This design comes from an exercise in tuning for a short achievable clock period and few clock cycles on the open sky130 flow, not from production work. The RTL was checked by simulation tests, not by an equivalence proof against the original design. No activity file was given, so power comes from the tool's default toggle rates.

[design/flow/standard.sh]
#!/bin/bash
# synth_recipe.tcl (not shown) runs the flow's synth.tcl, then flattens the netlist and writes it again
# the make line also repeats each setting of config.mk as NAME=value (left out here)
make -C /OpenROAD-flow-scripts/flow DESIGN_CONFIG=/design/flow/config.mk WORK_HOME=/design/flow/orfs CLKGATE_MAP_FILE= SYNTH_SCRIPT=/design/flow/synth_recipe.tcl "${@:-finish}"
[design/flow/config.mk]
export PLATFORM = sky130hd
export DESIGN_NAME = mips
export DESIGN_NICKNAME = mips
export VERILOG_FILES = /design/flow/design.v
export SDC_FILE = /design/flow/constraint.sdc
export NUM_CORES = 4
export LEC_CHECK = 0
export ABC_CLOCK_PERIOD_IN_PS = 1000
export CAP_MARGIN = 20
export CORE_MARGIN = 2
export CORE_UTILIZATION = 50
export SLEW_MARGIN = 20
[design/flow/flow/run.sh]
#!/bin/bash
set -eo pipefail
TARGET_NS=${TARGET_NS:-3.0}
export SETUP_SLACK_MARGIN=$(python3 -c "print(round($FLOW_PERIOD_NS - $TARGET_NS, 3))")
echo "SETUP_SLACK_MARGIN=$SETUP_SLACK_MARGIN" > run_settings.log
cp standard.sh standard_sh.txt
bash standard.sh > standard.log 2>&1
[design/flow/design.v]
module mips(input         clk, reset,
            output [31:0] pc,
            input  [31:0] instr,
            output        memwrite,
            output [31:0] memaddr,
            output [31:0] memwritedata,
            input  [31:0] memreaddata);
  reg [31:0] pc_f;
  reg [31:0] pc_o;                           
  reg        seq_f;                          
  reg        v_d;
  reg [31:0] ir_d, pcp4_d;
  reg        jpre_d, seq_d, unc_d, isj_d;
  reg [31:0] a_e, t_e, b_e, tgt_e;
  reg        fa_s_e, fa_d_e, fa_t_e, fa_l_e, fa_r_e;
  reg        fb_s_e, fb_d_e, fb_t_e, fb_l_e, fb_r_e;
  reg        ft_m_e, ft_r_e;                   
  reg        s_add_e, s_sub_e, s_and_e, s_or_e, s_slt_e;
  reg        we_e, mw_e, ld_e, cbeq_e;
  reg        el_e;                           
  reg        wdl_e;                          
  reg [4:0]  rd_e;
  reg [31:0] wd_m, maddr_m;
  reg [31:0] sum_m, diff_m, lo_m;              
  reg        slt_m;
  reg        s_add_m, s_sub_m, s_slt_m;      
  reg        we_m, mw_m, ld_m;
  reg        redir;                          
  reg [31:0] tgt_m;
  reg [4:0]  rd_m;
  reg [31:0] res_w;
  reg        we_w;
  reg [4:0]  rd_w;
  reg [31:0] rf [1:31];
  localparam NB = 8;
  reg [NB-1:0] bv;
  reg [29:0]   btag [0:NB-1];
  reg [31:0]   btgt [0:NB-1];
  reg [2:0]    bptr;
  assign pc = pc_o;
  wire [31:0] pcp4_f = pc_f + 32'd4;
  reg  [NB-1:0] bhit;
  reg  [31:0]   hit_tgt;
  integer k;
  always @(*) begin
    hit_tgt = 32'h0;
    for (k = 0; k < NB; k = k + 1) begin
      bhit[k] = bv[k] & (btag[k] == pc_f[31:2]);
      hit_tgt = hit_tgt | ({32{bhit[k]}} & btgt[k]);
    end
  end
  wire skip_f = |bhit;
  wire isj_f = (instr[31:26] == 6'b000010);
  wire unc_f = isj_f | ((instr[31:26] == 6'b000100) & (instr[25:21] == instr[20:16]));
  wire [31:0] jtgt_f = {pcp4_f[31:28], instr[25:0], 2'b00};
  wire [5:0] op = ir_d[31:26];
  wire [5:0] fn = ir_d[5:0];
  wire [4:0] rs = ir_d[25:21];
  wire [4:0] rt = ir_d[20:16];
  wire [4:0] rdf = ir_d[15:11];
  wire is_r    = (op == 6'b000000);
  wire is_lw   = (op == 6'b100011);
  wire is_sw   = (op == 6'b101011);
  wire is_beq  = (op == 6'b000100);
  wire is_addi = (op == 6'b001000) | (op == 6'b001001);
  wire is_ori  = (op == 6'b001101);
  wire is_lui  = (op == 6'b001111);
  wire f_add = is_r & (fn[5:1] == 5'b10000);
  wire f_sub = is_r & (fn[5:1] == 5'b10001);
  wire f_and = is_r & (fn == 6'b100100);
  wire f_or  = is_r & (fn == 6'b100101);
  wire f_slt = is_r & (fn == 6'b101010);
  wire cbeq = is_beq & (rs != rt);             
  wire use_rs = is_r | is_lw | is_sw | cbeq | is_addi | is_ori | is_lui;
  wire use_rt = is_r | is_sw | cbeq;
  wire use_imm = is_lw | is_sw | is_addi | is_ori | is_lui;
  wire [4:0] dst = is_r ? rdf : rt;
  wire writes = (is_r | is_lw | is_addi | is_ori | is_lui) & (dst != 5'd0);
  wire [31:0] sext = {{16{ir_d[15]}}, ir_d[15:0]};
  wire [31:0] imm_d = is_lui ? {ir_d[15:0], 16'h0} :
                      is_ori ? {16'h0, ir_d[15:0]} : sext;
  wire [31:0] btgt_d = pcp4_d + {sext[29:0], 2'b00};
  wire [31:0] jtgt_d = {pcp4_d[31:28], ir_d[25:0], 2'b00};
  wire [31:0] utgt_d = isj_d ? jtgt_d : btgt_d;
  wire [31:0] rf_rs = (rs == 5'd0) ? 32'h0 : (we_w & (rd_w == rs)) ? res_w : rf[rs];
  wire [31:0] rf_rt = (rt == 5'd0) ? 32'h0 : (we_w & (rd_w == rt)) ? res_w : rf[rt];
  wire [31:0] alu_m = lo_m | ({32{s_add_m}} & sum_m) | ({32{s_sub_m}} & diff_m) |
                      {31'h0, s_slt_m & slt_m};
  wire rs_e = we_e & (rd_e == rs);
  wire rs_m = we_m & (rd_m == rs);
  wire rt_e = we_e & (rd_e == rt);
  wire rt_m = we_m & (rd_m == rt);
  wire [31:0] res_m = ld_m ? memreaddata : alu_m;
  wire [31:0] v_rs = rs_m ? res_m : rf_rs;
  wire [31:0] v_rt = rt_m ? res_m : rf_rt;
  wire wdl = is_sw & ld_e & rt_e;              
  wire memop_e = ld_e | mw_e;
  wire el = is_lw & (rs == 5'd0) & ~memop_e;   
  wire stall_h = v_d & ld_e & ((use_rs & rs_e) | (use_rt & ~is_sw & rt_e));
  wire [31:0] fa = ({32{fa_s_e}} & sum_m) | ({32{fa_d_e}} & diff_m) | ({32{fa_l_e}} & lo_m) |
                   {31'h0, fa_t_e & slt_m} | ({32{fa_r_e}} & a_e);
  wire [31:0] fb = ({32{fb_s_e}} & sum_m) | ({32{fb_d_e}} & diff_m) | ({32{fb_l_e}} & lo_m) |
                   {31'h0, fb_t_e & slt_m} | ({32{fb_r_e}} & b_e);
  wire [31:0] ft = ({32{ft_m_e}} & alu_m) | ({32{ft_r_e}} & t_e);
  wire [31:0] sum, diff;
  ksadd add_u (.a(fa), .b(fb),  .cin(1'b0), .y(sum));
  ksadd sub_u (.a(fa), .b(~fb), .cin(1'b1), .y(diff));
  wire [31:0] lo   = ({32{el_e}} & memreaddata) | ({32{s_and_e}} & (fa & fb)) |
                     ({32{s_or_e}} & (fa | fb));
  wire taken_e = cbeq_e & (fa == ft);
  wire id_redirect = v_d & unc_d & ~jpre_d;    
  wire btb_wr = v_d & unc_d & seq_d;           
  wire stall = stall_h & ~redir;
  wire flush_d = redir | id_redirect;          
  wire bubble_e = redir | stall_h | ~v_d;      
  wire [31:0] npc = redir       ? tgt_m :
                    stall       ? pc_f :
                    id_redirect ? utgt_d :
                    isj_f       ? jtgt_f :
                    skip_f      ? hit_tgt : pcp4_f;
  wire nseq = ~redir & ~id_redirect & ~isj_f & ~skip_f;
  assign memaddr = maddr_m;
  assign memwritedata = wd_m;
  assign memwrite = mw_m;
  always @(posedge clk or posedge reset)
    if (reset) begin
      pc_f <= 32'h0;
      seq_f <= 1'b0;
      v_d <= 1'b0;
      bv <= {NB{1'b0}};
      bptr <= 3'd0;
      we_e <= 1'b0; mw_e <= 1'b0; ld_e <= 1'b0; cbeq_e <= 1'b0; el_e <= 1'b0;
      we_m <= 1'b0; redir <= 1'b0;
      we_w <= 1'b0;
    end else begin
      pc_f <= npc;
      if (!stall) seq_f <= nseq;
      if (btb_wr) begin
        bv[bptr] <= 1'b1;
        bptr <= bptr + 3'd1;
      end
      if (flush_d)    v_d <= 1'b0;
      else if (!stall) v_d <= 1'b1;
      we_e   <= ~bubble_e & writes;
      mw_e   <= ~bubble_e & is_sw;
      ld_e   <= ~bubble_e & is_lw & ~el;
      el_e   <= ~bubble_e & el;
      cbeq_e <= ~bubble_e & cbeq;
      we_m <= we_e & ~redir;
      redir <= taken_e & ~redir;
      we_w <= we_m;
    end
  always @(posedge clk) begin
    if (reset) begin
      pc_o <= 32'h0;
      mw_m <= 1'b0;
    end else begin
      pc_o <= npc;
      mw_m <= mw_e & ~redir;
    end
    if (!stall_h) begin
      ir_d   <= instr;
      pcp4_d <= pcp4_f;
      jpre_d <= isj_f;
      seq_d  <= seq_f;
      unc_d  <= unc_f;
      isj_d  <= isj_f;
    end
    if (btb_wr) begin
      btag[bptr] <= pcp4_d[31:2] - 30'd2;
      btgt[bptr] <= utgt_d;
    end
    a_e   <= v_rs;
    t_e   <= v_rt;
    b_e   <= use_imm ? imm_d : v_rt;
    tgt_e <= btgt_d;
    wdl_e <= wdl;
    rd_e  <= dst;
    fa_s_e <= rs_e & s_add_e;
    fa_d_e <= rs_e & s_sub_e;
    fa_t_e <= rs_e & s_slt_e;
    fa_l_e <= rs_e & (s_and_e | s_or_e | el_e);
    fa_r_e <= ~rs_e;
    fb_s_e <= ~use_imm & rt_e & s_add_e;
    fb_d_e <= ~use_imm & rt_e & s_sub_e;
    fb_t_e <= ~use_imm & rt_e & s_slt_e;
    fb_l_e <= ~use_imm & rt_e & (s_and_e | s_or_e | el_e);
    fb_r_e <= use_imm | ~rt_e;
    ft_m_e <= rt_e;
    ft_r_e <= ~rt_e;
    s_add_e <= f_add | (is_lw & ~el) | is_sw | is_addi | is_lui;
    s_sub_e <= f_sub;
    s_and_e <= f_and;
    s_or_e  <= f_or | is_ori;
    s_slt_e <= f_slt;
    sum_m <= sum;
    diff_m <= diff;
    lo_m <= lo;
    slt_m <= diff[31];
    s_add_m <= s_add_e;
    s_sub_m <= s_sub_e;
    s_slt_m <= s_slt_e;
    tgt_m <= tgt_e;
    maddr_m <= (~bubble_e & el) ? sext : sum;
    wd_m  <= wdl_e ? memreaddata : ft;
    ld_m  <= ld_e;
    rd_m  <= rd_e;
    res_w <= res_m;
    rd_w  <= rd_m;
    if (we_w) rf[rd_w] <= res_w;
  end
endmodule
module ksadd(input  [31:0] a, b,
             input         cin,
             output [31:0] y);
  wire [31:0] p0 = a ^ b;
  wire [31:0] g0 = (a & b) | {31'h0, p0[0] & cin};
  wire [31:0] g1, p1, g2, p2, g3, p3, g4, p4, g5, p5;
  assign g1 = g0 | (p0 & {g0[30:0], 1'b0});
  assign p1 = p0 & {p0[30:0], 1'b0};
  assign g2 = g1 | (p1 & {g1[29:0], 2'b0});
  assign p2 = p1 & {p1[29:0], 2'b0};
  assign g3 = g2 | (p2 & {g2[27:0], 4'b0});
  assign p3 = p2 & {p2[27:0], 4'b0};
  assign g4 = g3 | (p3 & {g3[23:0], 8'b0});
  assign p4 = p3 & {p3[23:0], 8'b0};
  assign g5 = g4 | (p4 & {g4[15:0], 16'b0});
  assign y = p0 ^ {g5[30:0], cin};
endmodule
[design/flow/constraint.sdc]
create_clock -name core_clock -period 10.5 [get_ports {clk}]
set_input_delay 2.1000 -clock core_clock [delete_from_list [all_inputs] [get_ports {clk}]]
set_output_delay 2.1000 -clock core_clock [all_outputs]
set_load 0.01 [all_outputs]
==> flow_summary.ini, run 1 <==
[global_routing]
grt_max_degree = 71
grt_first_pass_wirelength_um = 465000
antenna_found_initial = 16
grt_pass1_vias = 60400
grt-ovfl-total = 0
track_usage_pct = 35.6

[clocking]
clk_pin_slew_ps = 60
cts_root_buffer = clkbuf_16
hold_buffers = 0
clkLatencyLatePin_ps = 880
cts_buffer_depth = 3
tritoncts = done
cts_max_level = 4
cts_sinks = 2039
cts_buffers = 210

[timing]
fin_setup_tns_ps = 0
rsz0062_at_grt = true
finalClockSkew_ps = 32.5
finalCritPeriodShare_pct = 34.1
fmax_mhz = 279
slew_headroom_pct = 17.1
final-setup-viol-count = 0
whs_ps = 325
hold_viol = 0
slew_violations = 0
layout_min_cycle_time_ps = 3580
tightest_slew_ps = 1240

[power_and_ir_drop]
power_density_nw_per_um2 = 211
ir_drop_mv = 0.154
power_leakage_uw = 0.0407
finalPower_uw = 24300

[die]
fp-row-count = 157
core_um2 = 183000
die_area_um2 = 188000
start_util_pct = 50.3
chipWidth_um = 433
die_y_um = 433
io_pins = 163

[placement]
place_hpwl_um = 191000
place_congestion = 0.964
io_buffers = 162

[synthesis]
synth_area_per_cell_um2 = 14.9
yosysUniqueCellTypes = 90
ys_seq_area_share_pct = 61.5
yosysMostFrequentCell = edfxtp_1
synth_seq_cells = 2039
synth_top_area_share_pct = 50.7
synth_top_area_cell = edfxtp_1
synth-edff-count = 1555
synthArstFlopShare_pct = 2.60
synth_commonest_cells = 1555 x edfxtp_1, 551 x mux4_2, 431 x dfxtp_1, 344 x nor2_1, 328 x nand2_1
synth_fp_nets = 6396
netlist_instances = 6197
syn-cell-area_um2 = 92100
netlist_top_cells_area = edfxtp_1 51%, mux4_2 13%, dfxtp_1 9.4%
synthFlopType = edfxtp_1
ys_warn_count = 1

[min_path]
hp-class = register to register

[drt]
wl_per_cell_um = 36.1
drc_errors = 0
drtIter0Drc = 10100
drt-pass1-iter-count = 6
drt.antenna.violating_nets = 0
vias = 63800
avgViaCountPerCell = 6.71
wirelength_um = 343000

[cells_and_area]
drive_above_1_share_pct = 35.2
largest-register = rf
nFillCells = 13300
largest_reg_flops = 992
reg_top3 = rf: 992 flops, btgt: 256 flops, btag: 240 flops
final-seq-area_um2 = 56900
multi_input_area_um2 = 37700
area_growth_syn_to_layout_pct = 25.0
nets = 7050

[worst_setup_path]
crit_buf_inv = 3
cp_slowest_cell = or4b_1
worstSetupPathType = register to register
end_kind = register
required_ps = 11320
ff2ff_setup_slack_ps = 6920
critPathLaunchType = register
crit_fanout = 5
path_cells = buf_12, a222oi_1, nand2_1, ha_2, inv_2, fa_2, nand2b_4, a21oi_4, o2111ai_4, a2111oi_4, buf_4, o41ai_4, o31ai_4, a211o_1, or4b_1, nand3_1
cp_top_family = compound AO/OA/AOI/OAI gates
worstPathArrival_ps = 4400
crit_path_max_incr_delay_ps = 500

[flow_run]
maxCapViolations = 0

[status]
status = complete, no violations
==> cells by family after synthesis <==
group / after synthesis / share of synthesized area, %
DFF: 2039 / 61.5
and+or+nand+nor: 1119 / 5.78
AOI/OAI and AO/OA: 1058 / 7.93
muxes: 785 / 16.1
buffers and inverters: 622 / 2.73
xor gates and xnor gates: 441 / 4.19
adders and majority gates: 133 / 1.83
==> report_power, final <==
group          leakage, uW  total (uW)  switching (uW)  internal, uW
clock network      0.00340        7600            3270          4330
registers           0.0184       10400             619          9750
logic               0.0189        6360            3700          2660
==> per-layer routing <==
metal / global-route usage [%] / up-vias / share of wire (%)
met5: 0 / - / 0.0067
met4: 15.6 / 4 / 5.0
met1: 50.3 / 32900 / 38
li1: - / 25600 / -
met2: 51.2 / 4543 / 43
met3: 10.4 / 792 / 13
==> metrics by stage <==
step / util (%) / setup slack [ps] / instances / area [um^2]
floorplan: - / 6480 / 6197 / 93000
global placement: 53.2 / 5680 / 8569 / 97400
detailed placement: 53.2 / 5650 / 8570 / 97400
CTS: 61.0 / 6970 / 9325 / 112000
global route: 62.9 / 6820 / 9501 / 115000
finish: 62.9 / 6920 / 9509 / 115000
==> repair_timing <==
action,4_1_cts,5_1_grt
hold endpoints to repair,0,0
buffers inserted,320,157
gates resized for setup,1254,353
pin swaps,204,188
setup endpoints to repair,1099,920
gates cloned,38,18
==> worst register-to-register path, cell delays in order (launching register included) <==
cell       delay, ps
dfxtp_4          370
buf_12           130
a222oi_1         210
nand2_1          170
ha_2             230
inv_2             60
fa_2             200
nand2b_4         140
a21oi_4           70
o2111ai_4        260
a2111oi_4        110
buf_4            180
o41ai_4          350
o31ai_4          140
a211o_1          320
or4b_1           500
nand3_1           90
==> final timing paths <==
kind                                  start                  end  cells past startpoint
max                          fa_r_e$_DFF_P_  maddr_m[30]$_DFF_P_                     16
min                        tgt_e[0]$_DFF_P_     tgt_m[0]$_DFF_P_                      0
max reg2reg                  fa_r_e$_DFF_P_  maddr_m[30]$_DFF_P_                     16
min reg2reg                tgt_e[0]$_DFF_P_     tgt_m[0]$_DFF_P_                      0
max in group asynchronous             reset      redir$_DFF_PP0_                      4
min in group asynchronous             reset   pc_f[27]$_DFF_PP0_                      3
==> cell usage in the layout (no fill, tap or decap), types with 37 or more instances in the layout <==
master and instances:
a21oi_1 190, clkbuf_1 49, buf_2 40, nand2_1 281
a21oi_2 56, a221o_1 39, nand3_1 61, clkdlybuf4s50_1 52
dfxtp_2 65, o21ai_0 61, edfxtp_1 1555, a22oi_1 176
xor2_1 188, inv_1 185, dfrtp_1 45, nand4_1 51
buf_4 413, o22ai_1 43, clkbuf_16 231, nor2_1 278
buf_6 173, clkinv_2 40, buf_12 87, mux2i_1 177
xnor2_1 179, nor3_1 37, mux4_2 551, nor2_4 56
dfxtp_1 335, a222oi_1 61, a211oi_1 83, ha_1 90
==> cell type report <==
class	instances	share of cell area (%)
clock inverter	110	0.946
tap	2464	2.68
multi-input combinational	3540	32.7
timing repair buffer	861	8.49
inverter	199	0.683
sequential	2039	49.4
clock buffer	287	5.09
antenna	9	0.0196
Testbench counts, summed over its fixed seeds: cycles 28,873.
==> run 2: changes to the inputs <==
==> design/flow/flow/run.sh (replaced) <==
#!/bin/bash
set -eo pipefail
TARGET_NS=${TARGET_NS:-3.3}
export SETUP_SLACK_MARGIN=$(python3 -c "print(round($FLOW_PERIOD_NS - $TARGET_NS, 3))")
echo "SETUP_SLACK_MARGIN=$SETUP_SLACK_MARGIN" > run_settings.log
cp standard.sh standard_sh.txt
bash standard.sh > standard.log 2>&1
--- a/design/flow/config.mk
+++ b/design/flow/config.mk
@@ -5,7 +5,7 @@
 export SDC_FILE = /design/flow/constraint.sdc
 export NUM_CORES = 4
 export LEC_CHECK = 0
-export ABC_CLOCK_PERIOD_IN_PS = 1000
+export ABC_CLOCK_PERIOD_IN_PS = 2500
 export CAP_MARGIN = 20
 export CORE_MARGIN = 2
 export CORE_UTILIZATION = 50
==> flow_summary.ini, run 2 <==
[status]
status = complete, no violations

[worst_setup_path]
worstPathArrival_ps = 4450
crit_fanout = 10
r2r-start = fb_r_e$_DFF_P_
r2r_cells = 14
ff2ff_setup_slack_ps = 6780
critPathLaunchType = register
required_ps = 11240
worstSetupPathType = register to register
r2r-end = diff_m[30]$_DFF_P_
end_kind = register

[synthesis]
synthArstFlopShare_pct = 2.60
yosysUniqueCellTypes = 90
ys_warn_count = 1
ys_seq_area_share_pct = 61.5
synth_top_area_cell = edfxtp_1
synth_top_area_share_pct = 50.7
netlist_top_cells_area = edfxtp_1 51%, mux4_2 13%, dfxtp_1 9.4%
synth_commonest_cells = 1555 x edfxtp_1, 551 x mux4_2, 431 x dfxtp_1, 344 x nor2_1, 328 x nand2_1
synthFlopType = edfxtp_1
synth-edff-count = 1555
syn-cell-area_um2 = 92100
synth_area_per_cell_um2 = 14.9
yosysMostFrequentCell = edfxtp_1
synth_fp_nets = 6396
netlist_instances = 6197
synth_seq_cells = 2039

[die]
chipWidth_um = 433
fp-row-count = 157
core_um2 = 183000
start_util_pct = 50.3
die_y_um = 433
io_pins = 163
die_area_um2 = 188000

[power_and_ir_drop]
power_leakage_uw = 0.0387
power_density_nw_per_um2 = 212
ir_drop_mv = 0.154

[cells_and_area]
final_cell_mix = 1555 x edfxtp_1, 551 x mux4_2, 335 x dfxtp_1, 320 x buf_4, 296 x nor2_1
nFillCells = 13900
final_area_um2 = 111000
final_common_cell = edfxtp_1
multi_input_area_um2 = 36000
final-seq-area_um2 = 56900
nets = 6822
reg_top3 = rf: 992 flops, btgt: 256 flops, btag: 240 flops
drive_above_1_share_pct = 29.8
final_cells = 9277
largest-register = rf
largest_reg_flops = 992
area_growth_syn_to_layout_pct = 20.0

[global_routing]
grt_pass1_vias = 58700
track_usage_pct = 34.0
grt_max_degree = 76
grt-ovfl-total = 0
grt_first_pass_wirelength_um = 446000
antenna_found_initial = 10

[placement]
place_ws_ps = 5830
place_congestion = 0.965
dpl.cell_count = 8557
place_hpwl_um = 181000
place_area_um2 = 97100
io_buffers = 162

[clocking]
cts_buffer_depth = 3
hold_buffers = 0
cts_sinks = 2039
cts_root_buffer = clkbuf_16
clk_pin_slew_ps = 70
clkLatencyLatePin_ps = 890
tritoncts = done
cts_max_level = 4
cts_buffers = 211

[timing]
rsz0062_at_grt = true
fin_setup_tns_ps = 0
slew_headroom_pct = 17.3
whs_ps = 321
slew_violations = 0
tightest_slew_ps = 1210
worst_slack_ps = 6780
fmax_mhz = 269
finalCritPeriodShare_pct = 35.4
final-setup-viol-count = 0
hold_viol = 0
layout_min_cycle_time_ps = 3720
finalClockSkew_ps = 46.5

[flow_run]
maxCapViolations = 0

[min_path]
hold_depth = 0
hp-class = register to register
min_to = tgt_m[5]$_DFF_P_
hold_path.startpoint = tgt_e[5]$_DFF_P_

[drt]
drtIter0Drc = 9079
drt.antenna.violating_nets = 0
drt-pass1-iter-count = 6
drc_errors = 0
avgViaCountPerCell = 6.63
wirelength_um = 324000
vias = 61500
wl_per_cell_um = 35.0
-- run 2: per-layer routing --
layer	part of all wire, %	global-route usage (%)	vias to the layer above	wire length (um)
met5	0.031	0.390	-	101
met2	44	49.7	3802	142000
met1	39	47.7	31900	128000
li1	-	-	25200	-
met3	12	9.08	671	38400
met4	5.0	15.3	2	16200
-- run 2: cell type report --
cell class,instances,area share (%)
antenna,4,0.00905
clock buffer,283,5.42
clock inverter,116,0.882
inverter,199,0.705
multi-input combinational,3542,32.6
sequential,2039,51.4
tap,2464,2.79
timing repair buffer,630,6.19
-- run 2: critical path, stage by stage, from the launching register on --
cell	delay (ps)
dfxtp_4	390
buf_12	160
a22oi_1	190
nand2_1	150
ha_4	270
buf_2	160
nor4_4	310
nand4_1	220
or3_4	390
a21oi_4	350
o311ai_4	160
a31oi_4	240
a221o_1	250
mux2i_1	210
o2111ai_1	140
-- run 2: report_power, final --
group          switching [uW]  total, uW  internal [uW]
clock                    3250       7580           4340
combinational            3380       5470           2090
sequential                583      10300           9750
-- run 2: worst max-delay path by stage --
stage                               start                   end  slack [ps]  cells after the start
final                      fb_r_e$_DFF_P_    diff_m[30]$_DFF_P_        6780                     14
after global routing       fb_s_e$_DFF_P_    diff_m[30]$_DFF_P_        6650                     16
after CTS                  fb_s_e$_DFF_P_   maddr_m[30]$_DFF_P_        6870                     15
after detailed placement        instr[26]     pc_f[2]$_DFF_PP0_        5830                      9
after global placement          instr[26]     pc_f[2]$_DFF_PP0_        5850                      9
after floorplan           v_d$_DFFE_PP0P_  btag[2][0]$_DFFE_PP_        6410                      4
-- run 2: timing repair --
| item | 4_1_cts | 5_1_grt |
|---|---|---|
| gates cloned | 24 | 9 |
| gates resized for setup | 914 | 221 |
| pin swaps | 114 | 101 |
| endpoints found under the setup margin | 653 | 490 |
| buffers inserted | 217 | 65 |
-- run 2: stage by stage --
| step | utilization [%] | power [uW] |
|---|---|---|
| after global routing | 60.4 | 24000 |
| final | 60.4 | 23400 |
| after detailed placement | 53.1 | 15000 |
| after global placement | 53.1 | 14900 |
| after CTS | 59.4 | 23000 |
| after floorplan | - | 13000 |
-- run 2: logic make-up after synthesis --
kind of cell | count (synthesis) | synth area share (%)
fa+ha+maj | 133 | 1.83
compound gates | 1058 | 7.93
simple gates | 1119 | 5.78
flops | 2039 | 61.5
xor+xnor | 441 | 4.19
buf+inv | 622 | 2.73
mux | 785 | 16.1
==> run 3: changes to the inputs <==
--- a/design/flow/design.v
+++ b/design/flow/design.v
@@ -32,11 +32,11 @@
   reg        we_w;
   reg [4:0]  rd_w;
   reg [31:0] rf [1:31];
-  localparam NB = 8;
+  localparam NB = 4;
   reg [NB-1:0] bv;
   reg [29:0]   btag [0:NB-1];
   reg [31:0]   btgt [0:NB-1];
-  reg [2:0]    bptr;
+  reg [1:0]    bptr;
   assign pc = pc_o;
   wire [31:0] pcp4_f = pc_f + 32'd4;
   reg  [NB-1:0] bhit;
@@ -103,8 +103,8 @@
                    {31'h0, fb_t_e & slt_m} | ({32{fb_r_e}} & b_e);
   wire [31:0] ft = ({32{ft_m_e}} & alu_m) | ({32{ft_r_e}} & t_e);
   wire [31:0] sum, diff;
-  ksadd add_u (.a(fa), .b(fb),  .cin(1'b0), .y(sum));
-  ksadd sub_u (.a(fa), .b(~fb), .cin(1'b1), .y(diff));
+  ksadd #(.CIN(0)) add_u (.a(fa), .b(fb),  .y(sum));
+  ksadd #(.CIN(1)) sub_u (.a(fa), .b(~fb), .y(diff));
   wire [31:0] lo   = ({32{el_e}} & memreaddata) | ({32{s_and_e}} & (fa & fb)) |
                      ({32{s_or_e}} & (fa | fb));
   wire taken_e = cbeq_e & (fa == ft);
@@ -128,7 +128,7 @@
       seq_f <= 1'b0;
       v_d <= 1'b0;
       bv <= {NB{1'b0}};
-      bptr <= 3'd0;
+      bptr <= 2'd0;
       we_e <= 1'b0; mw_e <= 1'b0; ld_e <= 1'b0; cbeq_e <= 1'b0; el_e <= 1'b0;
       we_m <= 1'b0; redir <= 1'b0;
       we_w <= 1'b0;
@@ -137,7 +137,7 @@
       if (!stall) seq_f <= nseq;
       if (btb_wr) begin
         bv[bptr] <= 1'b1;
-        bptr <= bptr + 3'd1;
+        bptr <= bptr + 2'd1;
       end
       if (flush_d)    v_d <= 1'b0;
       else if (!stall) v_d <= 1'b1;
@@ -210,12 +210,14 @@
     if (we_w) rf[rd_w] <= res_w;
   end
 endmodule
-module ksadd(input  [31:0] a, b,
-             input         cin,
-             output [31:0] y);
+module ksadd #(parameter CIN = 0)
+             (input  [31:0] a, b,
+              output [31:0] y);
   wire [31:0] p0 = a ^ b;
-  wire [31:0] g0 = (a & b) | {31'h0, p0[0] & cin};
-  wire [31:0] g1, p1, g2, p2, g3, p3, g4, p4, g5, p5;
+  wire [31:0] g0;
+  assign g0[31:1] = a[31:1] & b[31:1];
+  assign g0[0] = CIN ? (a[0] | b[0]) : (a[0] & b[0]);
+  wire [31:0] g1, p1, g2, p2, g3, p3, g4, p4, g5;
   assign g1 = g0 | (p0 & {g0[30:0], 1'b0});
   assign p1 = p0 & {p0[30:0], 1'b0};
   assign g2 = g1 | (p1 & {g1[29:0], 2'b0});
@@ -225,5 +227,5 @@
   assign g4 = g3 | (p3 & {g3[23:0], 8'b0});
   assign p4 = p3 & {p3[23:0], 8'b0};
   assign g5 = g4 | (p4 & {g4[15:0], 16'b0});
-  assign y = p0 ^ {g5[30:0], cin};
+  assign y = p0 ^ {g5[30:0], (CIN != 0)};
 endmodule
==> design/flow/flow/run.sh (replaced) <==
#!/bin/bash
set -eo pipefail
TARGET_NS=${TARGET_NS:-3.0}
export SETUP_SLACK_MARGIN=$(python3 -c "print(round($FLOW_PERIOD_NS - $TARGET_NS, 3))")
echo "SETUP_SLACK_MARGIN=$SETUP_SLACK_MARGIN" > run_settings.log
cp standard.sh standard_sh.txt
bash standard.sh > standard.log 2>&1
--- a/design/flow/config.mk
+++ b/design/flow/config.mk
@@ -5,7 +5,7 @@
 export SDC_FILE = /design/flow/constraint.sdc
 export NUM_CORES = 4
 export LEC_CHECK = 0
-export ABC_CLOCK_PERIOD_IN_PS = 2500
+export ABC_CLOCK_PERIOD_IN_PS = 1000
 export CAP_MARGIN = 20
 export CORE_MARGIN = 2
 export CORE_UTILIZATION = 50
==> flow_summary.ini, run 3 <==
[worst_setup_path]
r2r-end = maddr_m[20]$_DFF_P_
crit_cells = 16
critPathLaunchType = register
r2r-start = fa_l_e$_DFF_P_
r2r_cells = 16
crit_fanout = 6
startpoint = fa_l_e$_DFF_P_
path_cells = buf_12, a222oi_1, nand2_1, buf_6, ha_4, inv_2, fa_2, nor2b_2, o21a_1, o21ai_4, a21oi_4, o221ai_4, a221o_1, a2111oi_4, nor3_2, o31ai_2
cp-endpoint = maddr_m[20]$_DFF_P_
crit_path_max_incr_delay_ps = 430
cp_top_family = compound AO/OA/AOI/OAI gates
worstPathArrival_ps = 4330
cp_slowest_cell = a2111oi_4
ff2ff_setup_slack_ps = 6900
crit_buf_inv = 3
required_ps = 11230
end_kind = register
worstSetupPathType = register to register

[synthesis]
synth_commonest_cells = 1307 x edfxtp_1, 552 x mux4_2, 431 x dfxtp_1, 339 x nand2_1, 334 x nor2_1
yosysMostFrequentCell = edfxtp_1
synth_seq_cells = 1786
yosysUniqueCellTypes = 94
synth_top_area_share_pct = 47.3
syn-cell-area_um2 = 83100
netlist_instances = 5739
ys_warn_count = 1
netlist_top_cells_area = edfxtp_1 47%, mux4_2 15%, dfxtp_1 10%
synthArstFlopShare_pct = 2.69
synthFlopType = edfxtp_1
ys_seq_area_share_pct = 59.1
synth_area_per_cell_um2 = 14.5
synth_fp_nets = 5940
synth_top_area_cell = edfxtp_1
synth-edff-count = 1307

[clocking]
clk_pin_slew_ps = 60
cts_sinks = 1786
tritoncts = done
clkLatencyLatePin_ps = 850
cts_buffer_depth = 3
cts_root_buffer = clkbuf_16
cts_buffers = 187
cts_max_level = 4

[cells_and_area]
nFillCells = 12000
multi_input_area_um2 = 35600
reg_top3 = rf: 992 flops, btgt: 128 flops, btag: 120 flops
final-seq-area_um2 = 49300
area_growth_syn_to_layout_pct = 23.7
final_common_cell = edfxtp_1
drive_above_1_share_pct = 35.2
final_area_um2 = 103000
largest-register = rf
final_cell_mix = 1307 x edfxtp_1, 552 x mux4_2, 337 x dfxtp_1, 324 x buf_4, 303 x nand2_1
nets = 6442
final_cells = 8592
largest_reg_flops = 992

[die]
core_um2 = 165000
die_y_um = 412
die_area_um2 = 169000
fp-row-count = 149
chipWidth_um = 412
start_util_pct = 50.3
io_pins = 163

[timing]
slew_headroom_pct = 23.7
finalClockSkew_ps = 41.2
layout_min_cycle_time_ps = 3600
slew_violations = 0
final-setup-viol-count = 0
tightest_slew_ps = 1140
fin_setup_tns_ps = 0
hold_viol = 0
fmax_mhz = 278
rsz0062_at_grt = true
finalCritPeriodShare_pct = 34.3

[global_routing]
grt_max_degree = 66
track_usage_pct = 34.1
antenna_found_initial = 7
grt_pass1_vias = 55100
grt-ovfl-total = 0
grt_first_pass_wirelength_um = 410000

[drt]
drt.antenna.violating_nets = 0
wirelength_um = 297000
drtIter0Drc = 8262
wl_per_cell_um = 34.6
avgViaCountPerCell = 6.71
drc_errors = 0
vias = 57600
drt-pass1-iter-count = 26

[placement]
place_congestion = 0.933
io_buffers = 162
dpl.cell_count = 7782
place_area_um2 = 87200
place_hpwl_um = 163000

[flow_run]
maxCapViolations = 0

[power_and_ir_drop]
power_density_nw_per_um2 = 203
ir_drop_mv = 0.178
power_leakage_uw = 0.0364

[status]
status = complete, no violations

[min_path]
hp-class = register to register
-- run 3: cell types whose count changed in the layout (fill, tap and decap cells not counted), sizes merged, moves of 16 or more --
cell	delta
xor2	-148
nand4	+22
nor3	-18
nor4	-37
xnor2	+23
buf	+83
a222oi	-32
and2	+16
nand3	-35
o21ai	+23
edfxtp	-248
a22oi	-29
clkinv	-22
clkbuf	-22
-- run 3: per-stage QoR --
step                      utilization (%)  setup slack [ps]  hold slack (ps)  power [uW]
after floorplan                         -              6580              310       11400
after CTS                            60.6              6970              326       20400
after detailed placement             52.8              5040              312       12900
after global placement               52.8              5020              310       12900
after global routing                 62.3              6810              327       21500
final                                62.3              6900              325       20900
-- run 3: layer usage --
metal  vias to the layer above  share of wire (%)  GRT usage, %
met5                         -             0.0037             0
met4                         2                4.9          15.0
met3                       727                 12          7.76
met2                      3778                 45          51.2
met1                     29600                 39          47.8
li1                      23500                  -             -
-- run 3: worst register-to-register path: stages (launching register included) --
cell	delay (ps)
dfxtp_4	400
buf_12	160
a222oi_1	110
nand2_1	150
buf_6	120
ha_4	160
inv_2	40
fa_2	340
nor2b_2	130
o21a_1	200
o21ai_4	110
a21oi_4	220
o221ai_4	160
a221o_1	420
a2111oi_4	430
nor3_2	90
o31ai_2	250
-- run 3: how the worst min path moves through the flow --
stage	end	cells past startpoint	slack, ps	startpoint
global route	tgt_m[15]$_DFF_P_	0	330	tgt_e[15]$_DFF_P_
global placement	tgt_m[30]$_DFF_P_	0	310	tgt_e[30]$_DFF_P_
finish	tgt_m[30]$_DFF_P_	0	320	tgt_e[30]$_DFF_P_
detailed placement	tgt_m[22]$_DFF_P_	0	310	tgt_e[22]$_DFF_P_
floorplan	tgt_m[0]$_DFF_P_	0	310	tgt_e[0]$_DFF_P_
CTS	tgt_m[22]$_DFF_P_	0	330	tgt_e[22]$_DFF_P_
-- run 3: kinds of logic after synthesis --
| family | synth area share (%) |
|---|---|
| flops | 59.1 |
| simple gates | 6.12 |
| compound gates | 8.59 |
| mux | 17.7 |
| buf+inv | 3.10 |
| xor+xnor | 3.34 |
| fa+ha+maj | 2.06 |
-- run 3: layout make-up --
type                            count  share of cell area (%)
Sequential cell                  1786                    48.0
Multi-Input combinational cell   3348                    34.7
Timing Repair Buffer              713                    7.91
Clock buffer                      258                    5.06
Tap cell                         2189                    2.67
Clock inverter                     90                   0.890
Inverter                          205                   0.787
Antenna cell                        3                 0.00731
-- run 3: timing repair --
action                     in CTS  in global routing
resized for setup            1215                272
setup endpoints to repair     668                443
cloned                         42                 15
buffers inserted              272                129
hold buffers                    0                  0
pin swaps                     237                190
-- run 3: report_power, final --
part | switching (uW) | internal (uW)
clock network | 2850 | 3810
registers | 714 | 8440
logic | 2790 | 2300
total | 6350 | 14600
Testbench counts of run 3, summed over its fixed seeds: cycles 28,873.
==> run 4: changes to the inputs <==
--- a/design/flow/config.mk
+++ b/design/flow/config.mk
@@ -9,4 +9,5 @@
 export CAP_MARGIN = 20
 export CORE_MARGIN = 2
 export CORE_UTILIZATION = 50
+export PLACE_DENSITY = 0.7
 export SLEW_MARGIN = 20
==> flow_summary.ini, run 4 <==
[timing]
fin_setup_tns_ps = 0
fmax_mhz = 271
final-setup-viol-count = 0
hold_viol = 0
tightest_slew_ps = 1150
finalClockSkew_ps = 61.4
slew_headroom_pct = 23.1
layout_min_cycle_time_ps = 3690
slew_violations = 0
rsz0062_at_grt = true
finalCritPeriodShare_pct = 35.1
whs_ps = 314

[global_routing]
use_met2_pct = 50.3
track_usage_pct = 33.2
grt-ovfl-total = 0
grt_pass1_vias = 56100
grt-busiest-layer = met2
grt_util_met1_pct = 43.3
antenna_found_initial = 12
use_met3_pct = 9.34
grt_first_pass_wirelength_um = 403000
grt_max_degree = 65

[power_and_ir_drop]
finalPower_uw = 20900
ir_drop_mv = 0.184
power_leakage_uw = 0.0360
power_density_nw_per_um2 = 205

[cells_and_area]
final_common_cell = edfxtp_1
area_growth_syn_to_layout_pct = 22.8
drive_above_1_share_pct = 34.6
final_cell_mix = 1307 x edfxtp_1, 552 x mux4_2, 319 x dfxtp_1, 310 x buf_4, 299 x nand2_1
largest_reg_flops = 992
reg_top3 = rf: 992 flops, btgt: 128 flops, btag: 120 flops
nets = 6383
largest-register = rf
final_area_um2 = 102000
final_core_util_pct = 61.8

[placement]
place_hpwl_um = 160000
place_congestion = 0.954
place_area_um2 = 87200
io_buffers = 162

[clocking]
clkLatencyLatePin_ps = 850
cts_max_level = 4
cts_root_buffer = clkbuf_16
clk_pin_slew_ps = 70
hold_buffers = 0
tritoncts = done
cts_sinks = 1786
cts_buffers = 178
cts_buffer_depth = 3

[synthesis]
synth-edff-count = 1307
synth_fp_nets = 5940
synth_seq_cells = 1786
synthFlopType = edfxtp_1
netlist_instances = 5739
synth_commonest_cells = 1307 x edfxtp_1, 552 x mux4_2, 431 x dfxtp_1, 339 x nand2_1, 334 x nor2_1
synthArstFlopShare_pct = 2.69
netlist_top_cells_area = edfxtp_1 47%, mux4_2 15%, dfxtp_1 10%
synth_top_area_share_pct = 47.3
yosysMostFrequentCell = edfxtp_1
synth_area_per_cell_um2 = 14.5
syn-cell-area_um2 = 83100
ys_warn_count = 1
ys_seq_area_share_pct = 59.1
yosysUniqueCellTypes = 94
synth_top_area_cell = edfxtp_1

[worst_setup_path]
crit_fanout = 6
end_kind = register
r2r_cells = 17
worstSetupPathType = register to register
critPathLaunchType = register
required_ps = 11230
worstPathArrival_ps = 4420
ff2ff_setup_slack_ps = 6810
r2r-end = maddr_m[29]$_DFF_P_
r2r-start = fa_l_e$_DFF_P_

[drt]
wl_per_cell_um = 34.5
drtIter0Drc = 9369
drt-pass1-iter-count = 25
wirelength_um = 294000
vias = 58300
drc_errors = 0
drt.antenna.violating_nets = 0
avgViaCountPerCell = 6.84

[die]
die_area_um2 = 169000
chipWidth_um = 412
io_pins = 163
core_um2 = 165000
fp-row-count = 149
die_y_um = 412
start_util_pct = 50.3

[min_path]
hold_depth = 0
hold_path.startpoint = tgt_e[22]$_DFF_P_
min_to = tgt_m[22]$_DFF_P_
hp-class = register to register

[flow_run]
maxCapViolations = 0

[status]
status = complete, no violations
run 4: cell counts after synthesis:
Identical to the previous run, type by type.
run 4: cell type report:
type / count / area [um^2]
fillers: 11600 / 63000
flip-flops and latches: 1786 / 49300
multi-input cells: 3347 / 35400
repair buffers: 663 / 7730
clock buffers: 246 / 5030
well taps: 2189 / 2740
clock inverters: 87 / 962
inverters: 205 / 817
repair inverters: 1 / 11.3
diodes: 1 / 2.50
run 4: how the worst max path moves through the flow:
stage,from,to,slack (ps)
after floorplan,instr[26],pc_o[7]$_SDFF_PP0_,6580
after global placement,ir_d[27]$_DFFE_PP_,maddr_m[30]$_DFF_P_,5110
after detailed placement,ir_d[28]$_DFFE_PP_,maddr_m[30]$_DFF_P_,5000
after CTS,pc_o[5]$_SDFF_PP0_,pc[5],7010
after global routing,fa_s_e$_DFF_P_,maddr_m[29]$_DFF_P_,6780
final,fa_l_e$_DFF_P_,maddr_m[29]$_DFF_P_,6810
run 4: critical path: stages (launching register included):
cell and delay [ps]:
dfxtp_4 390, a222oi_1 430, nand2_2 140, buf_4 160, buf_6 110, ha_4 170, buf_6 130, a211oi_4 280
o21ai_2 110, nand3_2 150, a21oi_4 100, o31ai_4 350, buf_4 180, buf_6 100, o211ai_1 100, a21oi_2 250
xnor2_2 130, mux2_4 290
run 4: metal layers:
layer  wire, um  vias up
met5        100        -
met3      37900     1026
met1     103000    29400
met2     132000     4549
li1           -    23300
met4      21200       14
run 4: repair_timing:
item,4_1_cts,5_1_grt
pin swaps,196,178
endpoints found under the setup margin,599,416
setup buffers,230,114
gates resized for setup,1179,303
gates cloned,41,22
run 4: cell families after synthesis:
group / after synthesis / synth area share [%]
adder cells (fa/ha/maj): 135 / 2.06
XOR/XNOR: 316 / 3.34
AO/OA/AOI/OAI: 1048 / 8.59
flip-flops: 1786 / 59.1
AND/OR/NAND/NOR: 1067 / 6.12
multiplexers: 775 / 17.7
buffers and inverters: 612 / 3.10
run 4: power by group:
part           leakage, uW  switching [uW]  total [uW]  internal, uW
clock              0.00293            2850        6560          3720
sequential          0.0161             747        9190          8450
combinational       0.0170            2800        5110          2310
run 4: stage by stage:
stage                     setup slack, ps  cells
after CTS                            7010   8388
after global routing                 6780   8524
after floorplan                      6580   5739
after global placement               5110   7784
after detailed placement             5000   7784
final                                6810   8525
==> run 5: changes to the inputs <==
==> design/flow/flow/run.sh (replaced) <==
#!/bin/bash
set -eo pipefail
TARGET_NS=${TARGET_NS:-2.7}
export SETUP_SLACK_MARGIN=$(python3 -c "print(round($FLOW_PERIOD_NS - $TARGET_NS, 3))")
echo "SETUP_SLACK_MARGIN=$SETUP_SLACK_MARGIN" > run_settings.log
cp standard.sh standard_sh.txt
bash standard.sh > standard.log 2>&1
==> design/flow/config.mk (replaced) <==
export PLATFORM = sky130hd
export DESIGN_NAME = mips
export DESIGN_NICKNAME = mips
export VERILOG_FILES = /design/flow/design.v
export SDC_FILE = /design/flow/constraint.sdc
export NUM_CORES = 4
export LEC_CHECK = 0
export ABC_CLOCK_PERIOD_IN_PS = 700
export CAP_MARGIN = 20
export CORE_MARGIN = 2
export CORE_UTILIZATION = 50
export SLEW_MARGIN = 20
==> flow_summary.ini, run 5 <==
[clocking]
clkLatencyLatePin_ps = 870
cts_buffers = 189
cts_buffer_depth = 3
clk_pin_slew_ps = 70
cts_sinks = 1786
cts_max_level = 4
hold_buffers = 0
tritoncts = done
cts_root_buffer = clkbuf_16

[cells_and_area]
final_common_cell = edfxtp_1
drive_above_1_share_pct = 42.3
largest_reg_flops = 992
largest-register = rf
nFillCells = 11400
final_cell_mix = 1307 x edfxtp_1, 552 x mux4_2, 492 x buf_4, 326 x dfxtp_1, 294 x nand2_1
final_cells = 8931
nets = 6774
area_growth_syn_to_layout_pct = 31.4
reg_top3 = rf: 992 flops, btgt: 128 flops, btag: 120 flops

[synthesis]
synth_seq_cells = 1786
netlist_top_cells_area = edfxtp_1 47%, mux4_2 15%, dfxtp_1 10%
synth_area_per_cell_um2 = 14.5
ys_seq_area_share_pct = 59.1
synth_top_area_cell = edfxtp_1
yosysMostFrequentCell = edfxtp_1
netlist_instances = 5739
synth-edff-count = 1307
synth_top_area_share_pct = 47.3
synth_fp_nets = 5940
ys_warn_count = 1
yosysUniqueCellTypes = 94
synth_commonest_cells = 1307 x edfxtp_1, 552 x mux4_2, 431 x dfxtp_1, 339 x nand2_1, 334 x nor2_1
synthArstFlopShare_pct = 2.69
syn-cell-area_um2 = 83100
synthFlopType = edfxtp_1

[timing]
slew_headroom_pct = 19.0
slew_violations = 0
finalClockSkew_ps = 35.3
finalCritPeriodShare_pct = 34.6
fmax_mhz = 275
layout_min_cycle_time_ps = 3630
final-setup-viol-count = 0
tightest_slew_ps = 1210
fin_setup_tns_ps = 0
rsz0062_at_grt = true
hold_viol = 0

[worst_setup_path]
cp-endpoint = diff_m[28]$_DFF_P_
worstSetupPathType = register to register
end_kind = register
crit_fanout = 6
startpoint = fa_s_e$_DFF_P_
r2r_cells = 16
required_ps = 11290
worstPathArrival_ps = 4420
r2r-start = fa_s_e$_DFF_P_
ff2ff_setup_slack_ps = 6870
r2r-end = diff_m[28]$_DFF_P_
critPathLaunchType = register

[placement]
dpl.cell_count = 7786
io_buffers = 162
place_congestion = 0.935
place_hpwl_um = 163000

[drt]
drc_errors = 0
drt.antenna.violating_nets = 0
drtIter0Drc = 8297
drt-pass1-iter-count = 28
wl_per_cell_um = 35.1
avgViaCountPerCell = 6.70
wirelength_um = 314000
vias = 59800

[min_path]
hp-class = register to register

[die]
core_um2 = 165000
die_area_um2 = 169000
die_y_um = 412
start_util_pct = 50.3
io_pins = 163
chipWidth_um = 412
fp-row-count = 149

[global_routing]
grt_max_degree = 66
antenna_found_initial = 2
grt_first_pass_wirelength_um = 428000
grt_pass1_vias = 57300
track_usage_pct = 35.9
grt-ovfl-total = 0

[flow_run]
maxCapViolations = 0

[power_and_ir_drop]
power_leakage_uw = 0.0391
power_density_nw_per_um2 = 201
ir_drop_mv = 0.186

[status]
status = complete, no violations
run 5: cell families (layout without fill, tap and decap cells):
| kind of cell | Yosys count | count (layout) | synth area share [%] |
|---|---|---|---|
| simple gates | 1067 | 1077 | 6.12 |
| compound gates | 1048 | 1049 | 8.59 |
| buf+inv | 612 | 1603 | 3.10 |
| xor+xnor | 316 | 316 | 3.34 |
| flops | 1786 | 1786 | 59.1 |
| fa+ha+maj | 135 | 135 | 2.06 |
| mux | 775 | 775 | 17.7 |
| other cells | 0 | 1 | 0 |
run 5: worst min-delay path by stage:
stage	from	end	slack, ps	depth (start not counted)
after global routing	tgt_e[9]$_DFF_P_	tgt_m[9]$_DFF_P_	320	0
after floorplan	tgt_e[0]$_DFF_P_	tgt_m[0]$_DFF_P_	310	0
after CTS	tgt_e[9]$_DFF_P_	tgt_m[9]$_DFF_P_	330	0
final	tgt_e[9]$_DFF_P_	tgt_m[9]$_DFF_P_	320	0
after global placement	tgt_e[25]$_DFF_P_	tgt_m[25]$_DFF_P_	310	0
after detailed placement	tgt_e[0]$_DFF_P_	tgt_m[0]$_DFF_P_	310	0
run 5: area by class of cell:
class	instances	area (um^2)	area share, %
sequential	1786	49300	45.2
multi-input combinational	3352	37400	34.3
timing repair buffer	1038	12400	11.4
clock buffer	252	5220	4.78
tap	2189	2740	2.51
clock inverter	107	1210	1.11
inverter	205	807	0.739
timing repair inverter	1	8.76	0.00802
antenna	1	2.50	0.00229
run 5: timing repair:
item                                    in CTS  in global routing
resized for setup                         1504                489
pin swaps                                  278                282
cloned                                      85                 20
buffers inserted                           436                243
endpoints found under the setup margin     936                685
run 5: power by group:
| part | internal [uW] | switching [uW] | leakage, uW | total (uW) |
|---|---|---|---|---|
| logic | 2710 | 3000 | 0.0199 | 5710 |
| registers | 8440 | 790 | 0.0161 | 9230 |
| clock network | 3970 | 2980 | 0.00311 | 6950 |
run 5: per-layer routing:
layer	GRT usage [%]	wire [um]	share of wire, %
met5	0	7	0.0022
met4	19.4	21400	6.8
met3	8.42	35300	11
met2	55.0	143000	45
met1	47.5	114000	36
run 5: worst max-delay path, stage by stage (launching register included):
cell and delay [ps]:
dfxtp_4 350, buf_12 140, buf_12 130, buf_4 160, a22oi_1 220, nand2_2 140, ha_4 300, or3_4 390
nor4_4 360, buf_4 170, buf_4 100, a21oi_2 90, o311ai_4 320, a21oi_2 100, buf_6 160, o41ai_4 240
xnor2_1 170
run 5: metrics by stage:
step / hold slack, ps / cell area (um^2) / utilization, % / setup WS [ps] / total power [uW]
after floorplan: 310 / 84000 / - / 6580 / 11500
after global placement: 310 / 87400 / 52.9 / 5380 / 12900
after detailed placement: 312 / 87400 / 52.9 / 5390 / 12900
after CTS: 326 / 104000 / 63.2 / 6930 / 21000
after global routing: 322 / 109000 / 66.2 / 6770 / 22500
final: 318 / 109000 / 66.2 / 6870 / 21900
==> run 6: changes to the inputs <==
==> design/flow/flow/run.sh (replaced) <==
#!/bin/bash
set -eo pipefail
TARGET_NS=${TARGET_NS:-2.8}
export SETUP_SLACK_MARGIN=$(python3 -c "print(round($FLOW_PERIOD_NS - $TARGET_NS, 3))")
echo "SETUP_SLACK_MARGIN=$SETUP_SLACK_MARGIN" > run_settings.log
cp standard.sh standard_sh.txt
bash standard.sh > standard.log 2>&1
--- a/design/flow/config.mk
+++ b/design/flow/config.mk
@@ -5,8 +5,10 @@
 export SDC_FILE = /design/flow/constraint.sdc
 export NUM_CORES = 4
 export LEC_CHECK = 0
-export ABC_CLOCK_PERIOD_IN_PS = 700
+export ABC_CLOCK_PERIOD_IN_PS = 500
 export CAP_MARGIN = 20
 export CORE_MARGIN = 2
 export CORE_UTILIZATION = 50
+export CTS_CLUSTER_DIAMETER = 120
+export CTS_CLUSTER_SIZE = 24
 export SLEW_MARGIN = 20
==> flow_summary.ini, run 6 <==
[global_routing]
antenna_found_initial = 10
grt_max_degree = 66
track_usage_pct = 34.8
grt_pass1_vias = 55300
grt-ovfl-total = 0
grt_first_pass_wirelength_um = 418000

[synthesis]
synth_fp_nets = 5940
synth_area_per_cell_um2 = 14.5
netlist_instances = 5739
synth_commonest_cells = 1307 x edfxtp_1, 552 x mux4_2, 431 x dfxtp_1, 339 x nand2_1, 334 x nor2_1
synthArstFlopShare_pct = 2.69
ys_seq_area_share_pct = 59.1
synth_seq_cells = 1786
synth_top_area_cell = edfxtp_1
netlist_top_cells_area = edfxtp_1 47%, mux4_2 15%, dfxtp_1 10%
synth-edff-count = 1307
syn-cell-area_um2 = 83100
yosysMostFrequentCell = edfxtp_1
yosysUniqueCellTypes = 94
synthFlopType = edfxtp_1
ys_warn_count = 1
synth_top_area_share_pct = 47.3

[cells_and_area]
final_cell_mix = 1307 x edfxtp_1, 552 x mux4_2, 339 x buf_4, 326 x dfxtp_1, 302 x nand2_1
reg_top3 = rf: 992 flops, btgt: 128 flops, btag: 120 flops
final_common_cell = edfxtp_1
area_growth_syn_to_layout_pct = 22.3
nFillCells = 12200
drive_above_1_share_pct = 36.6
final-seq-area_um2 = 49300
nets = 6416
final_area_um2 = 102000
largest_reg_flops = 992
largest-register = rf
multi_input_area_um2 = 36600

[worst_setup_path]
worstSetupPathType = register to register
required_ps = 11140
end_kind = register
path_cells = buf_12, a222oi_1, nand2_1, buf_4, buf_6, ha_4, inv_2, fa_2, nor2b_1, o21a_1, o21ai_4, a211oi_4, o21ai_2, a211o_1, a31oi_4, xnor2_4, mux2_2
crit_buf_inv = 4
cp_slowest_cell = dfxtp_4
crit_path_max_incr_delay_ps = 430
critPathLaunchType = register
crit_fanout = 8
worstPathArrival_ps = 4280
cp_top_family = compound AO/OA/AOI/OAI gates

[die]
io_pins = 163
start_util_pct = 50.3
chipWidth_um = 412
die_y_um = 412
fp-row-count = 149
die_area_um2 = 169000
core_um2 = 165000

[timing]
tightest_slew_ps = 1140
slew_headroom_pct = 23.2
finalClockSkew_ps = 50.0
final-setup-viol-count = 0
finalCritPeriodShare_pct = 34.7
slew_violations = 0
hold_viol = 0
worst_slack_ps = 6860
rsz0062_at_grt = true
fmax_mhz = 275
layout_min_cycle_time_ps = 3640
fin_setup_tns_ps = 0

[clocking]
clkLatencyLatePin_ps = 770
cts_max_level = 3
cts_buffers = 84
tritoncts = done
cts_buffer_depth = 3
hold_buffers = 0
clk_pin_slew_ps = 110
cts_sinks = 1786
cts_root_buffer = clkbuf_16

[drt]
vias = 57300
avgViaCountPerCell = 6.77
drc_errors = 0
drtIter0Drc = 8193
wl_per_cell_um = 35.7
drt-pass1-iter-count = 26
wirelength_um = 302000
drt.antenna.violating_nets = 0

[status]
status = complete, no violations

[power_and_ir_drop]
finalPower_uw = 18400
pwr-share-clk_pct = 20.9
power_density_nw_per_um2 = 181
p_sw_share_pct = 32.3
internal_power_uw = 12500
netSwitchingPower_uw = 5950
ir_drop_mv = 0.134
combPwrFrac_pct = 29.1
power_leakage_uw = 0.0355
power_frac_seq_pct = 50.0

[placement]
place_ws_ps = 5440
place_area_um2 = 87300
io_buffers = 162
place_hpwl_um = 166000
place_congestion = 0.919

[min_path]
hp-class = register to register

[flow_run]
maxCapViolations = 0
## run 6: changes by cell type in the layout (fill, tap and decap cells not counted), sizes merged
cell           before  now
bufbuf             15   22
clkbuf            270  147
and3               46   43
diode               1    4
or4                21   20
clkdlybuf4s15       0    4
clkinv             68    5
bufinv             18    0
buf               952  701
dlygate4sd2         4    3
clkinvlp           17    1
## run 6: metal layers
metal,global-route usage (%),vias to the layer above,share of wire [%]
li1,-,23300,-
met1,47.1,29700,37
met5,0,-,0.019
met2,54.8,3593,46
met4,15.3,10,5.6
met3,7.06,758,11
## run 6: power by group through the flow
stage / Combinational, uW / Clock [uW] / Sequential, uW
after global routing: 5620 / 4110 / 9260
after detailed placement: 3680 / 0 / 9260
after floorplan: 2600 / 0 / 8870
after CTS: 4760 / 3870 / 9150
final: 5360 / 3850 / 9210
after global placement: 3650 / 0 / 9250
## run 6: cell type report
cell class / count / share of cell area, %
multi-input combinational: 3348 / 36.1
timing repair inverter: 2 / 0.0173
timing repair buffer: 788 / 9.45
clock buffer: 138 / 2.27
sequential: 1786 / 48.6
inverter: 205 / 0.787
tap: 2189 / 2.70
antenna: 4 / 0.00986
clock inverter: 9 / 0.122
## run 6: logic make-up (layout without fill, tap and decap cells)
logic type                 after synthesis  count (layout)  share of synthesized area (%)
adders and majority gates              135             135                           2.06
xor gates and xnor gates               316             316                           3.34
buffers and inverters                  612            1142                           3.10
other                                    0               4                              0
DFF                                   1786            1786                           59.1
muxes                                  775             775                           17.7
and+or+nand+nor                       1067            1073                           6.12
AOI/OAI and AO/OA                     1048            1049                           8.59
## run 6: timing repair
| action | in CTS | in global routing |
|---|---|---|
| endpoints found under the setup margin | 1007 | 614 |
| cloned | 75 | 10 |
| setup buffers | 295 | 148 |
| pin swaps | 273 | 183 |
| gates resized for setup | 1419 | 327 |
| endpoints found under the hold margin | 0 | 0 |
## run 6: per-stage QoR
stage | utilization [%] | hold WS, ps | instances
floorplan | - | 310 | 5739
global placement | 52.9 | 310 | 7790
global route | 61.5 | 327 | 8465
CTS | 59.7 | 325 | 8307
detailed placement | 52.9 | 312 | 7790
finish | 61.5 | 324 | 8469
## run 6: final timing paths
| path | startpoint | end | slack [ps] | depth (start not counted) |
|---|---|---|---|---|
| setup reg to reg | fa_l_e$_DFF_P_ | maddr_m[28]$_DFF_P_ | 6860 | 17 |
| hold / removal | tgt_e[26]$_DFF_P_ | tgt_m[26]$_DFF_P_ | 320 | 0 |
| setup / recovery | fa_l_e$_DFF_P_ | maddr_m[28]$_DFF_P_ | 6860 | 17 |
| min in group asynchronous | reset | pc_f[3]$_DFF_PP0_ | 1880 | 3 |
| max in group asynchronous | reset | pc_f[29]$_DFF_PP0_ | 7820 | 4 |
| hold reg to reg | tgt_e[26]$_DFF_P_ | tgt_m[26]$_DFF_P_ | 320 | 0 |
## run 6: worst register-to-register path, cell delays in order (launching register included)
cell	delay, ps
dfxtp_4	430
buf_12	180
a222oi_1	120
nand2_1	120
buf_4	120
buf_6	90
ha_4	150
inv_2	40
fa_2	330
nor2b_1	140
o21a_1	210
o21ai_4	110
a211oi_4	310
o21ai_2	140
a211o_1	380
a31oi_4	260
xnor2_4	130
mux2_2	270

port drivers added, routing unchanged:
In the flow no input, the clock included, has a driving cell. The finished layouts below were timed again as built, in two steps. Step 1, drivers: a clkbuf_16 drives clk and a buf_2 each remaining input, both assumed. Step 2 adds t to the input delays and takes it off the output delays; t is the mean of the earliest and latest rising clock arrival at the registers after step 1. Input paths then give back, and output paths get back, about the clock's delay inside the block. Three values: no drivers, after step 1, after step 2; two values: the first two.
| run | t (ns) | setup slack, ns | clock arrival spread, ns | worst data-port slew with drivers (ns) |
|---|---|---|---|---|
| run 1 | 0.951 | 6.916 / 6.916 / 6.224 | 0.035 / 0.035 | 0.09 |
| run 2 | 0.948 | 6.785 / 6.785 / 6.298 | 0.048 / 0.048 | 0.05 |
| run 3 | 0.909 | 6.901 / 6.901 / 6.119 | 0.050 / 0.050 | 0.05 |
| run 4 | 0.898 | 6.811 / 6.811 / 6.142 | 0.066 / 0.066 | 0.20 |
| run 5 | 0.936 | 6.869 / 6.869 / 6.133 | 0.045 / 0.045 | 0.04 |
| run 6 | 0.825 | 6.860 / 6.860 / 6.239 | 0.051 / 0.050 | 0.05 |
After both steps setup and hold are still met in every run listed. For run 3, which loses most, drivers alone change the setup slack by 0.000 ns; drivers and shift together by -0.782 ns.
